Source: an optimization exercise on an open RTL-to-GDS flow (aim: small area, a short achievable clock period and few clock cycles per item). Production flows keep margins and buffers that such runs may drop.
Where RTL was checked, it was by simulation tests only, not by an equivalence proof against the original.
Power is estimated from default activity; no workload was simulated.

==> build 26: inputs <==
Design BoothRadix4, start of the top module:
module BoothRadix4 #(parameter N = 18)
(
    output wire [2*N-1:0] product,
    output wire           done,
    input wire [N-1:0]    mplier,
    input wire [N-1:0]    mcand,
    input wire            n_reset,
    input wire            start,
    input wire            clk
);
==> flow/config.mk <==
export PLATFORM = sky130hd
export DESIGN_NAME = BoothRadix4
export DESIGN_NICKNAME = BoothRadix4
export VERILOG_FILES = /design/flow/design.v
export SDC_FILE = /design/flow/constraint.sdc
export NUM_CORES = 4
export LEC_CHECK = 0
export ABC_AREA = 1
export CAP_MARGIN = 20
export CORE_MARGIN = 2
export CORE_UTILIZATION = 40
export CTS_BUF_LIST = sky130_fd_sc_hd__clkbuf_8
export PLACE_DENSITY = 0.6
export SETUP_SLACK_MARGIN = 0.04
export SLEW_MARGIN = 20
==> flow/constraint.sdc <==
create_clock -name core_clock -period 3.5 [get_ports {clk}]
set_input_delay 0.7000 -clock core_clock [delete_from_list [all_inputs] [get_ports {clk}]]
set_output_delay 0.7000 -clock core_clock [all_outputs]
set_load 0.01 [all_outputs]
standard.sh (not shown) runs the stock make flow with config.mk's settings and CLKGATE_MAP_FILE= SYNTH_SCRIPT=/design/flow/synth_recipe.tcl, a recipe that flattens the netlist after the stock synthesis.
==> flow/flow/run.sh <==
#!/bin/bash
# Own layout flow: the ORFS flow through standard.sh, with these changes:
#  - synthesis: synth_recipe.tcl and ORFS's synth.tcl, except that
#    (a) Yosys's synth runs with -noabc (as well as -nofsm -noshare), so its
#        quick ABC pass does not remap the adder logic before extract_fa, and
#    (b) the final ABC mapping runs flow/abc_own.script (plain technology
#        mapping, no ABC buffering or gate sizing; OpenROAD's resizer sizes and
#        buffers the netlist instead).
#    Registers, flattening and renaming are as in the standard synthesis;
#  - port buffers are plain sky130 buffers (buf_2) instead of the cell
#    buffer_ports picks by itself;
#  - flow/dt.tcl (before global routing) keeps the drivers of the register
#    enable net from being downsized by power recovery; flow/undt.tcl lifts that
#    again once global routing is done;
#  - extra ORFS make settings for the layout steps: MATCH_CELL_FOOTPRINT=0 RECOVER_POWER=100
# The full make output goes to standard.log in the work folder; ORFS's per-step
# logs (synthesis included) stay under orfs/logs/.
set -euo pipefail
sed "s#log_cmd abc {\*}\$abc_args#log_cmd abc {*}[lreplace \$abc_args 1 1 $PWD/flow/abc_own.script]#" "$FLOW_HOME/scripts/synth.tcl" > own_synth_core.tcl
grep -q abc_own.script own_synth_core.tcl
sed -e "s#source \$::env(SCRIPTS_DIR)/synth.tcl#source $PWD/own_synth_core.tcl#" -e "1s/-nofsm -noshare /-nofsm -noshare -noabc /" synth_recipe.tcl > own_synth.tcl
grep -q own_synth_core.tcl own_synth.tcl
grep -q -- "-noabc" own_synth.tcl
# Clock tree: no dummy loads (CTS otherwise adds unused buffers only to balance it).
export CTS_ARGS="-sink_clustering_enable -repair_clock_nets -dont_use_dummy_load"
export BUFFER_PORTS_ARGS="-buffer_cell sky130_fd_sc_hd__buf_2"
if ! bash standard.sh SYNTH_SCRIPT=$PWD/own_synth.tcl PRE_GLOBAL_ROUTE_TCL=$PWD/flow/dt.tcl POST_GLOBAL_ROUTE_TCL=$PWD/flow/undt.tcl MATCH_CELL_FOOTPRINT=0 RECOVER_POWER=100 finish > standard.log 2>&1; then
  tail -40 standard.log
  exit 1
fi
tail -5 standard.log
==> flow/flow/abc_own.script <==
strash
dch
map -B 0.9
topo
==> flow/flow/dt.tcl <==
# Keep the drivers of the register enable net as repaired so far: power
# recovery must not downsize them (their fanout is every register).
proc enable_drivers {} {
  set cells {}
  foreach pin [get_pins -hierarchical */DE] {
    set net [get_nets -of_objects $pin]
    foreach drv [get_pins -of_objects $net -filter "direction == output"] {
      lappend cells [get_full_name [get_cells -of_objects $drv]]
    }
  }
  return [lsort -unique $cells]
}
set ::dt_cells [enable_drivers]
puts "dont_touch on enable drivers: $::dt_cells"
foreach c $::dt_cells { set_dont_touch [get_cells $c] }
==> flow/flow/undt.tcl <==
# Lift the dont_touch that flow/dt.tcl set, now that power recovery is done,
# so later steps treat those cells like any other (power hookup included).
foreach c $::dt_cells { unset_dont_touch [get_cells $c] }
puts "dont_touch lifted: $::dt_cells"
==> inputs of build 89, as changes to build 26 <==
==> flow/flow/run.sh (replaced) <==
#!/bin/bash
# Own layout flow: the ORFS flow through standard.sh, with these changes:
#  - synthesis: standard synthesis (synth_recipe.tcl unchanged);
#  - port buffers are plain sky130 buffers (buf_2) instead of the cell
#    buffer_ports picks by itself;
#  - extra ORFS make settings for the layout steps: MATCH_CELL_FOOTPRINT=0
# The full make output goes to standard.log in the work folder; ORFS's per-step
# logs stay under orfs/logs/.
set -euo pipefail
SYNTH=""

export BUFFER_PORTS_ARGS="-buffer_cell sky130_fd_sc_hd__buf_2"
if ! bash standard.sh $SYNTH MATCH_CELL_FOOTPRINT=0 finish > standard.log 2>&1; then
  tail -40 standard.log
  exit 1
fi
tail -5 standard.log
--- a/flow/config.mk
+++ b/flow/config.mk
@@ -5,11 +5,10 @@
 export SDC_FILE = /design/flow/constraint.sdc
 export NUM_CORES = 4
 export LEC_CHECK = 0
 export ABC_AREA = 1
 export CAP_MARGIN = 20
 export CORE_MARGIN = 2
 export CORE_UTILIZATION = 40
-export CTS_BUF_LIST = sky130_fd_sc_hd__clkbuf_8
 export PLACE_DENSITY = 0.6
 export SETUP_SLACK_MARGIN = 0.04
 export SLEW_MARGIN = 20
removed: flow/flow/abc_own.script
removed: flow/flow/dt.tcl
removed: flow/flow/undt.tcl
==> inputs of trial 62, as changes to build 26 <==
--- a/flow/design.v
+++ b/flow/design.v
@@ -8,72 +8,82 @@
     input wire            n_reset,
     input wire            start,
     input wire            clk
 );
 assign done = start & n_reset;
 wire [N+1:0] b = {mplier, 1'b0};    
 wire [N:0] x = {mcand[N-1], mcand};   
-wire [8:0] one, two, neg;
+wire [8:0] one, two, neg, nadd;
 genvar gi;
 generate for (gi = 0; gi < 9; gi = gi + 1) begin : enc
     assign one[gi] = b[2*gi+1] ^ b[2*gi];
     assign two[gi] = (b[2*gi+2] & ~b[2*gi+1] & ~b[2*gi]) | (~b[2*gi+2] & b[2*gi+1] & b[2*gi]);
     assign neg[gi] = b[2*gi+2];
+    assign nadd[gi] = b[2*gi+2] & ~(b[2*gi+1] & b[2*gi]);
 end endgenerate
-wire [18:0] pp0 = (({19{one[0]}} & x) | ({19{two[0]}} & {x[17:0], 1'b0})) ^ {19{neg[0]}};
-wire [18:0] pp1 = (({19{one[1]}} & x) | ({19{two[1]}} & {x[17:0], 1'b0})) ^ {19{neg[1]}};
-wire [18:0] pp2 = (({19{one[2]}} & x) | ({19{two[2]}} & {x[17:0], 1'b0})) ^ {19{neg[2]}};
-wire [18:0] pp3 = (({19{one[3]}} & x) | ({19{two[3]}} & {x[17:0], 1'b0})) ^ {19{neg[3]}};
-wire [18:0] pp4 = (({19{one[4]}} & x) | ({19{two[4]}} & {x[17:0], 1'b0})) ^ {19{neg[4]}};
-wire [18:0] pp5 = (({19{one[5]}} & x) | ({19{two[5]}} & {x[17:0], 1'b0})) ^ {19{neg[5]}};
-wire [18:0] pp6 = (({19{one[6]}} & x) | ({19{two[6]}} & {x[17:0], 1'b0})) ^ {19{neg[6]}};
-wire [18:0] pp7 = (({19{one[7]}} & x) | ({19{two[7]}} & {x[17:0], 1'b0})) ^ {19{neg[7]}};
-wire [18:0] pp8 = (({19{one[8]}} & x) | ({19{two[8]}} & {x[17:0], 1'b0})) ^ {19{neg[8]}};
-wire h0_s = neg[1] ^ pp0[2];
-wire h0_c = neg[1] & pp0[2];
+wire [18:0] xn0 = x ^ {19{neg[0]}};
+wire [18:0] pp0 = ({19{one[0]}} & xn0) | ({19{two[0]}} & {xn0[17:0], neg[0]});
+wire [18:0] xn1 = x ^ {19{neg[1]}};
+wire [18:0] pp1 = ({19{one[1]}} & xn1) | ({19{two[1]}} & {xn1[17:0], neg[1]});
+wire [18:0] xn2 = x ^ {19{neg[2]}};
+wire [18:0] pp2 = ({19{one[2]}} & xn2) | ({19{two[2]}} & {xn2[17:0], neg[2]});
+wire [18:0] xn3 = x ^ {19{neg[3]}};
+wire [18:0] pp3 = ({19{one[3]}} & xn3) | ({19{two[3]}} & {xn3[17:0], neg[3]});
+wire [18:0] xn4 = x ^ {19{neg[4]}};
+wire [18:0] pp4 = ({19{one[4]}} & xn4) | ({19{two[4]}} & {xn4[17:0], neg[4]});
+wire [18:0] xn5 = x ^ {19{neg[5]}};
+wire [18:0] pp5 = ({19{one[5]}} & xn5) | ({19{two[5]}} & {xn5[17:0], neg[5]});
+wire [18:0] xn6 = x ^ {19{neg[6]}};
+wire [18:0] pp6 = ({19{one[6]}} & xn6) | ({19{two[6]}} & {xn6[17:0], neg[6]});
+wire [18:0] xn7 = x ^ {19{neg[7]}};
+wire [18:0] pp7 = ({19{one[7]}} & xn7) | ({19{two[7]}} & {xn7[17:0], neg[7]});
+wire [18:0] xn8 = x ^ {19{neg[8]}};
+wire [18:0] pp8 = ({19{one[8]}} & xn8) | ({19{two[8]}} & {xn8[17:0], neg[8]});
+wire h0_s = nadd[1] ^ pp0[2];
+wire h0_c = nadd[1] & pp0[2];
 wire h1_s = pp0[3] ^ pp1[1];
 wire h1_c = pp0[3] & pp1[1];
-wire f0_s = neg[2] ^ pp0[4] ^ pp1[2];
-wire f0_c = (neg[2] & pp0[4]) | (neg[2] & pp1[2]) | (pp0[4] & pp1[2]);
+wire f0_s = nadd[2] ^ pp0[4] ^ pp1[2];
+wire f0_c = (nadd[2] & pp0[4]) | (nadd[2] & pp1[2]) | (pp0[4] & pp1[2]);
 wire h2_s = pp2[0] ^ h1_c;
 wire h2_c = pp2[0] & h1_c;
 wire f1_s = pp0[5] ^ pp1[3] ^ pp2[1];
 wire f1_c = (pp0[5] & pp1[3]) | (pp0[5] & pp2[1]) | (pp1[3] & pp2[1]);
 wire h3_s = f0_c ^ f1_s;
 wire h3_c = f0_c & f1_s;
-wire f2_s = neg[3] ^ pp0[6] ^ pp1[4];
-wire f2_c = (neg[3] & pp0[6]) | (neg[3] & pp1[4]) | (pp0[6] & pp1[4]);
+wire f2_s = nadd[3] ^ pp0[6] ^ pp1[4];
+wire f2_c = (nadd[3] & pp0[6]) | (nadd[3] & pp1[4]) | (pp0[6] & pp1[4]);
 wire f3_s = pp2[2] ^ pp3[0] ^ f1_c;
 wire f3_c = (pp2[2] & pp3[0]) | (pp2[2] & f1_c) | (pp3[0] & f1_c);
 wire h4_s = f2_s ^ h3_c;
 wire h4_c = f2_s & h3_c;
 wire f4_s = pp0[7] ^ pp1[5] ^ pp2[3];
 wire f4_c = (pp0[7] & pp1[5]) | (pp0[7] & pp2[3]) | (pp1[5] & pp2[3]);
 wire f5_s = pp3[1] ^ f2_c ^ f4_s;
 wire f5_c = (pp3[1] & f2_c) | (pp3[1] & f4_s) | (f2_c & f4_s);
 wire h5_s = f3_c ^ f5_s;
 wire h5_c = f3_c & f5_s;
-wire f6_s = neg[4] ^ pp0[8] ^ pp1[6];
-wire f6_c = (neg[4] & pp0[8]) | (neg[4] & pp1[6]) | (pp0[8] & pp1[6]);
+wire f6_s = nadd[4] ^ pp0[8] ^ pp1[6];
+wire f6_c = (nadd[4] & pp0[8]) | (nadd[4] & pp1[6]) | (pp0[8] & pp1[6]);
 wire f7_s = pp2[4] ^ pp3[2] ^ pp4[0];
 wire f7_c = (pp2[4] & pp3[2]) | (pp2[4] & pp4[0]) | (pp3[2] & pp4[0]);
 wire f8_s = f4_c ^ f6_s ^ f7_s;
 wire f8_c = (f4_c & f6_s) | (f4_c & f7_s) | (f6_s & f7_s);
 wire h6_s = f5_c ^ f8_s;
 wire h6_c = f5_c & f8_s;
 wire f9_s = pp0[9] ^ pp1[7] ^ pp2[5];
 wire f9_c = (pp0[9] & pp1[7]) | (pp0[9] & pp2[5]) | (pp1[7] & pp2[5]);
 wire f10_s = pp3[3] ^ pp4[1] ^ f6_c;
 wire f10_c = (pp3[3] & pp4[1]) | (pp3[3] & f6_c) | (pp4[1] & f6_c);
 wire f11_s = f7_c ^ f9_s ^ f10_s;
 wire f11_c = (f7_c & f9_s) | (f7_c & f10_s) | (f9_s & f10_s);
 wire h7_s = f8_c ^ f11_s;
 wire h7_c = f8_c & f11_s;
-wire f12_s = neg[5] ^ pp0[10] ^ pp1[8];
-wire f12_c = (neg[5] & pp0[10]) | (neg[5] & pp1[8]) | (pp0[10] & pp1[8]);
+wire f12_s = nadd[5] ^ pp0[10] ^ pp1[8];
+wire f12_c = (nadd[5] & pp0[10]) | (nadd[5] & pp1[8]) | (pp0[10] & pp1[8]);
 wire f13_s = pp2[6] ^ pp3[4] ^ pp4[2];
 wire f13_c = (pp2[6] & pp3[4]) | (pp2[6] & pp4[2]) | (pp3[4] & pp4[2]);
 wire f14_s = pp5[0] ^ f9_c ^ f12_s;
 wire f14_c = (pp5[0] & f9_c) | (pp5[0] & f12_s) | (f9_c & f12_s);
 wire f15_s = f13_s ^ f10_c ^ f14_s;
 wire f15_c = (f13_s & f10_c) | (f13_s & f14_s) | (f10_c & f14_s);
 wire h8_s = f11_c ^ f15_s;
@@ -84,16 +94,16 @@
 wire f17_c = (pp3[5] & pp4[3]) | (pp3[5] & pp5[1]) | (pp4[3] & pp5[1]);
 wire f18_s = f12_c ^ f13_c ^ f16_s;
 wire f18_c = (f12_c & f13_c) | (f12_c & f16_s) | (f13_c & f16_s);
 wire f19_s = f17_s ^ f14_c ^ f18_s;
 wire f19_c = (f17_s & f14_c) | (f17_s & f18_s) | (f14_c & f18_s);
 wire h9_s = f15_c ^ f19_s;
 wire h9_c = f15_c & f19_s;
-wire f20_s = neg[6] ^ pp0[12] ^ pp1[10];
-wire f20_c = (neg[6] & pp0[12]) | (neg[6] & pp1[10]) | (pp0[12] & pp1[10]);
+wire f20_s = nadd[6] ^ pp0[12] ^ pp1[10];
+wire f20_c = (nadd[6] & pp0[12]) | (nadd[6] & pp1[10]) | (pp0[12] & pp1[10]);
 wire f21_s = pp2[8] ^ pp3[6] ^ pp4[4];
 wire f21_c = (pp2[8] & pp3[6]) | (pp2[8] & pp4[4]) | (pp3[6] & pp4[4]);
 wire f22_s = pp5[2] ^ pp6[0] ^ f16_c;
 wire f22_c = (pp5[2] & pp6[0]) | (pp5[2] & f16_c) | (pp6[0] & f16_c);
 wire f23_s = f17_c ^ f20_s ^ f21_s;
 wire f23_c = (f17_c & f20_s) | (f17_c & f21_s) | (f20_s & f21_s);
 wire f24_s = f22_s ^ f18_c ^ f23_s;
@@ -104,16 +114,16 @@
 wire f26_c = (pp3[7] & pp4[5]) | (pp3[7] & pp5[3]) | (pp4[5] & pp5[3]);
 wire f27_s = pp6[1] ^ f20_c ^ f21_c;
 wire f27_c = (pp6[1] & f20_c) | (pp6[1] & f21_c) | (f20_c & f21_c);
 wire f28_s = f25_s ^ f26_s ^ f22_c;
 wire f28_c = (f25_s & f26_s) | (f25_s & f22_c) | (f26_s & f22_c);
 wire h10_s = f23_c ^ f27_s;
 wire h10_c = f23_c & f27_s;
-wire f29_s = neg[7] ^ pp0[14] ^ pp1[12];
-wire f29_c = (neg[7] & pp0[14]) | (neg[7] & pp1[12]) | (pp0[14] & pp1[12]);
+wire f29_s = nadd[7] ^ pp0[14] ^ pp1[12];
+wire f29_c = (nadd[7] & pp0[14]) | (nadd[7] & pp1[12]) | (pp0[14] & pp1[12]);
 wire f30_s = pp2[10] ^ pp3[8] ^ pp4[6];
 wire f30_c = (pp2[10] & pp3[8]) | (pp2[10] & pp4[6]) | (pp3[8] & pp4[6]);
 wire f31_s = pp5[4] ^ pp6[2] ^ pp7[0];
 wire f31_c = (pp5[4] & pp6[2]) | (pp5[4] & pp7[0]) | (pp6[2] & pp7[0]);
 wire f32_s = f25_c ^ f26_c ^ f29_s;
 wire f32_c = (f25_c & f26_c) | (f25_c & f29_s) | (f26_c & f29_s);
 wire f33_s = f30_s ^ f31_s ^ f27_c;
@@ -128,16 +138,16 @@
 wire f36_c = (pp6[3] & pp7[1]) | (pp6[3] & f29_c) | (pp7[1] & f29_c);
 wire f37_s = f30_c ^ f31_c ^ f34_s;
 wire f37_c = (f30_c & f31_c) | (f30_c & f34_s) | (f31_c & f34_s);
 wire f38_s = f35_s ^ f36_s ^ f32_c;
 wire f38_c = (f35_s & f36_s) | (f35_s & f32_c) | (f36_s & f32_c);
 wire h12_s = f37_s ^ f33_c;
 wire h12_c = f37_s & f33_c;
-wire f39_s = neg[8] ^ pp0[16] ^ pp1[14];
-wire f39_c = (neg[8] & pp0[16]) | (neg[8] & pp1[14]) | (pp0[16] & pp1[14]);
+wire f39_s = nadd[8] ^ pp0[16] ^ pp1[14];
+wire f39_c = (nadd[8] & pp0[16]) | (nadd[8] & pp1[14]) | (pp0[16] & pp1[14]);
 wire f40_s = pp2[12] ^ pp3[10] ^ pp4[8];
 wire f40_c = (pp2[12] & pp3[10]) | (pp2[12] & pp4[8]) | (pp3[10] & pp4[8]);
 wire f41_s = pp5[6] ^ pp6[4] ^ pp7[2];
 wire f41_c = (pp5[6] & pp6[4]) | (pp5[6] & pp7[2]) | (pp6[4] & pp7[2]);
 wire f42_s = pp8[0] ^ f34_c ^ f35_c;
 wire f42_c = (pp8[0] & f34_c) | (pp8[0] & f35_c) | (f34_c & f35_c);
 wire f43_s = f39_s ^ f40_s ^ f41_s;
@@ -367,15 +377,15 @@
 reg r32_0;
 reg r32_1;
 reg r33_0;
 reg r34_0;
 reg r34_1;
 always @(posedge clk) begin
     if (done) begin
-        r0_0 <= neg[0];
+        r0_0 <= nadd[0];
         r0_1 <= pp0[0];
         r1_0 <= pp0[1];
         r2_0 <= pp1[0];
         r2_1 <= h0_s;
         r3_0 <= h0_c;
         r3_1 <= h1_s;
         r4_0 <= f0_s;
--- a/flow/config.mk
+++ b/flow/config.mk
@@ -5,11 +5,10 @@
 export SDC_FILE = /design/flow/constraint.sdc
 export NUM_CORES = 4
 export LEC_CHECK = 0
 export ABC_AREA = 1
 export CAP_MARGIN = 20
 export CORE_MARGIN = 2
 export CORE_UTILIZATION = 40
-export CTS_BUF_LIST = sky130_fd_sc_hd__clkbuf_8
 export PLACE_DENSITY = 0.6
 export SETUP_SLACK_MARGIN = 0.04
 export SLEW_MARGIN = 20
==> inputs of trial 98, as changes to build 26 <==
--- a/flow/flow/run.sh
+++ b/flow/flow/run.sh
@@ -17,15 +17,13 @@
 # logs (synthesis included) stay under orfs/logs/.
 set -euo pipefail
 sed "s#log_cmd abc {\*}\$abc_args#log_cmd abc {*}[lreplace \$abc_args 1 1 $PWD/flow/abc_own.script]#" "$FLOW_HOME/scripts/synth.tcl" > own_synth_core.tcl
 grep -q abc_own.script own_synth_core.tcl
 sed -e "s#source \$::env(SCRIPTS_DIR)/synth.tcl#source $PWD/own_synth_core.tcl#" -e "1s/-nofsm -noshare /-nofsm -noshare -noabc /" synth_recipe.tcl > own_synth.tcl
 grep -q own_synth_core.tcl own_synth.tcl
 grep -q -- "-noabc" own_synth.tcl
-# Clock tree: no dummy loads (CTS otherwise adds unused buffers only to balance it).
-export CTS_ARGS="-sink_clustering_enable -repair_clock_nets -dont_use_dummy_load"
 export BUFFER_PORTS_ARGS="-buffer_cell sky130_fd_sc_hd__buf_2"
 if ! bash standard.sh SYNTH_SCRIPT=$PWD/own_synth.tcl PRE_GLOBAL_ROUTE_TCL=$PWD/flow/dt.tcl POST_GLOBAL_ROUTE_TCL=$PWD/flow/undt.tcl MATCH_CELL_FOOTPRINT=0 RECOVER_POWER=100 finish > standard.log 2>&1; then
   tail -40 standard.log
   exit 1
 fi
 tail -5 standard.log
--- a/flow/config.mk
+++ b/flow/config.mk
@@ -5,11 +5,10 @@
 export SDC_FILE = /design/flow/constraint.sdc
 export NUM_CORES = 4
 export LEC_CHECK = 0
 export ABC_AREA = 1
 export CAP_MARGIN = 20
 export CORE_MARGIN = 2
 export CORE_UTILIZATION = 40
-export CTS_BUF_LIST = sky130_fd_sc_hd__clkbuf_8
 export PLACE_DENSITY = 0.6
 export SETUP_SLACK_MARGIN = 0.04
 export SLEW_MARGIN = 20
==> qor summary <==
	trial 62	trial 98	build 89	build 26
Result of the run	failed layout checks	no timing/DRC/antenna violations	no timing/DRC/antenna violations	no timing/DRC/antenna violations
Layout check failures	setup timing	-	-	-
CP Class	in -> reg	in -> reg	reg -> out	in -> reg
Number of setup violations in the final report	4	0	0	0
Met3 wire length	1805 um	1843 um	1770 um	1774 um
Worst hold path depth	2	4	1	4
PD cells	801.0 mW/mm^2	850.0 mW/mm^2	856.8 mW/mm^2	839.7 mW/mm^2
Total setup buffers inserted after CTS	0	1	7	1
Launch point of the worst hold path	mplier[1]	mplier[16]	mplier[1]	mplier[16]
Yosys top cell area share	25.25%	25.46%	23.48%	25.46%
Std-Cell Rows	57	57	59	57
Synth Area in Compound Gates	12.61%	12.85%	12.40%	12.85%
Final Cell Area	0.01252 sq mm	0.01268 sq mm	0.01316 sq mm	0.01257 sq mm
Area added between synthesis and finish	26.88%	29.58%	23.94%	28.37%
Detailed-routed wire length on met2	13430 um	13070 um	13560 um	13130 um
Initial core utilization	40.70%	40.49%	40.73%	40.49%
Total power consumption of the routed design	0.01003 W	0.01078 W	0.01127 W	0.01055 W
Testbench counts of build 26, summed over its fixed seeds: cycles 2,408, items 2,400.
Testbench counts of build 89, summed over its fixed seeds: cycles 2,408, items 2,400.
Testbench counts of trial 98, summed over its fixed seeds: cycles 2,408, items 2,400.
For trial 62, only the layout was checked, not whether the RTL still works.

[what the ideal ports hide]
In the flow no input, the clock included, has a driving cell. The finished layouts below were timed again as built, in two steps. Step 1: set_driving_cell puts a clkbuf_16 on clk and a buf_2 on each other input, an assumption about the parent block. Step 2 also shifts input and output timing later by t, the mid clock arrival at the registers, as if the neighbouring blocks saw the same clock. a / b / c = ideal / step 1 / step 2; a / b = the first two.
run	t (ns)	slack for setup (ns)	worst setup path at the end	clock arrival spread, ns	worst register clock-pin slew, ns
build 26	0.387	0.045 / 0.051 / -0.336	input to register	0.026 / 0.026	0.07 / 0.07
build 89	0.401	0.046 / 0.000 / -0.248	input to register	0.012 / 0.012	0.07 / 0.07
trial 62	0.391	-0.019 / -0.052 / -0.384	input to register	0.020 / 0.019	0.07 / 0.07
trial 98	0.392	0.065 / 0.065 / -0.324	input to register	0.014 / 0.014	0.07 / 0.07
With both steps, setup timing fails in build 26, build 89 and trial 98, where it was met with ideal ports. For trial 98, which loses most, drivers alone change the setup slack by 0.000 ns; drivers and shift together by -0.389 ns.
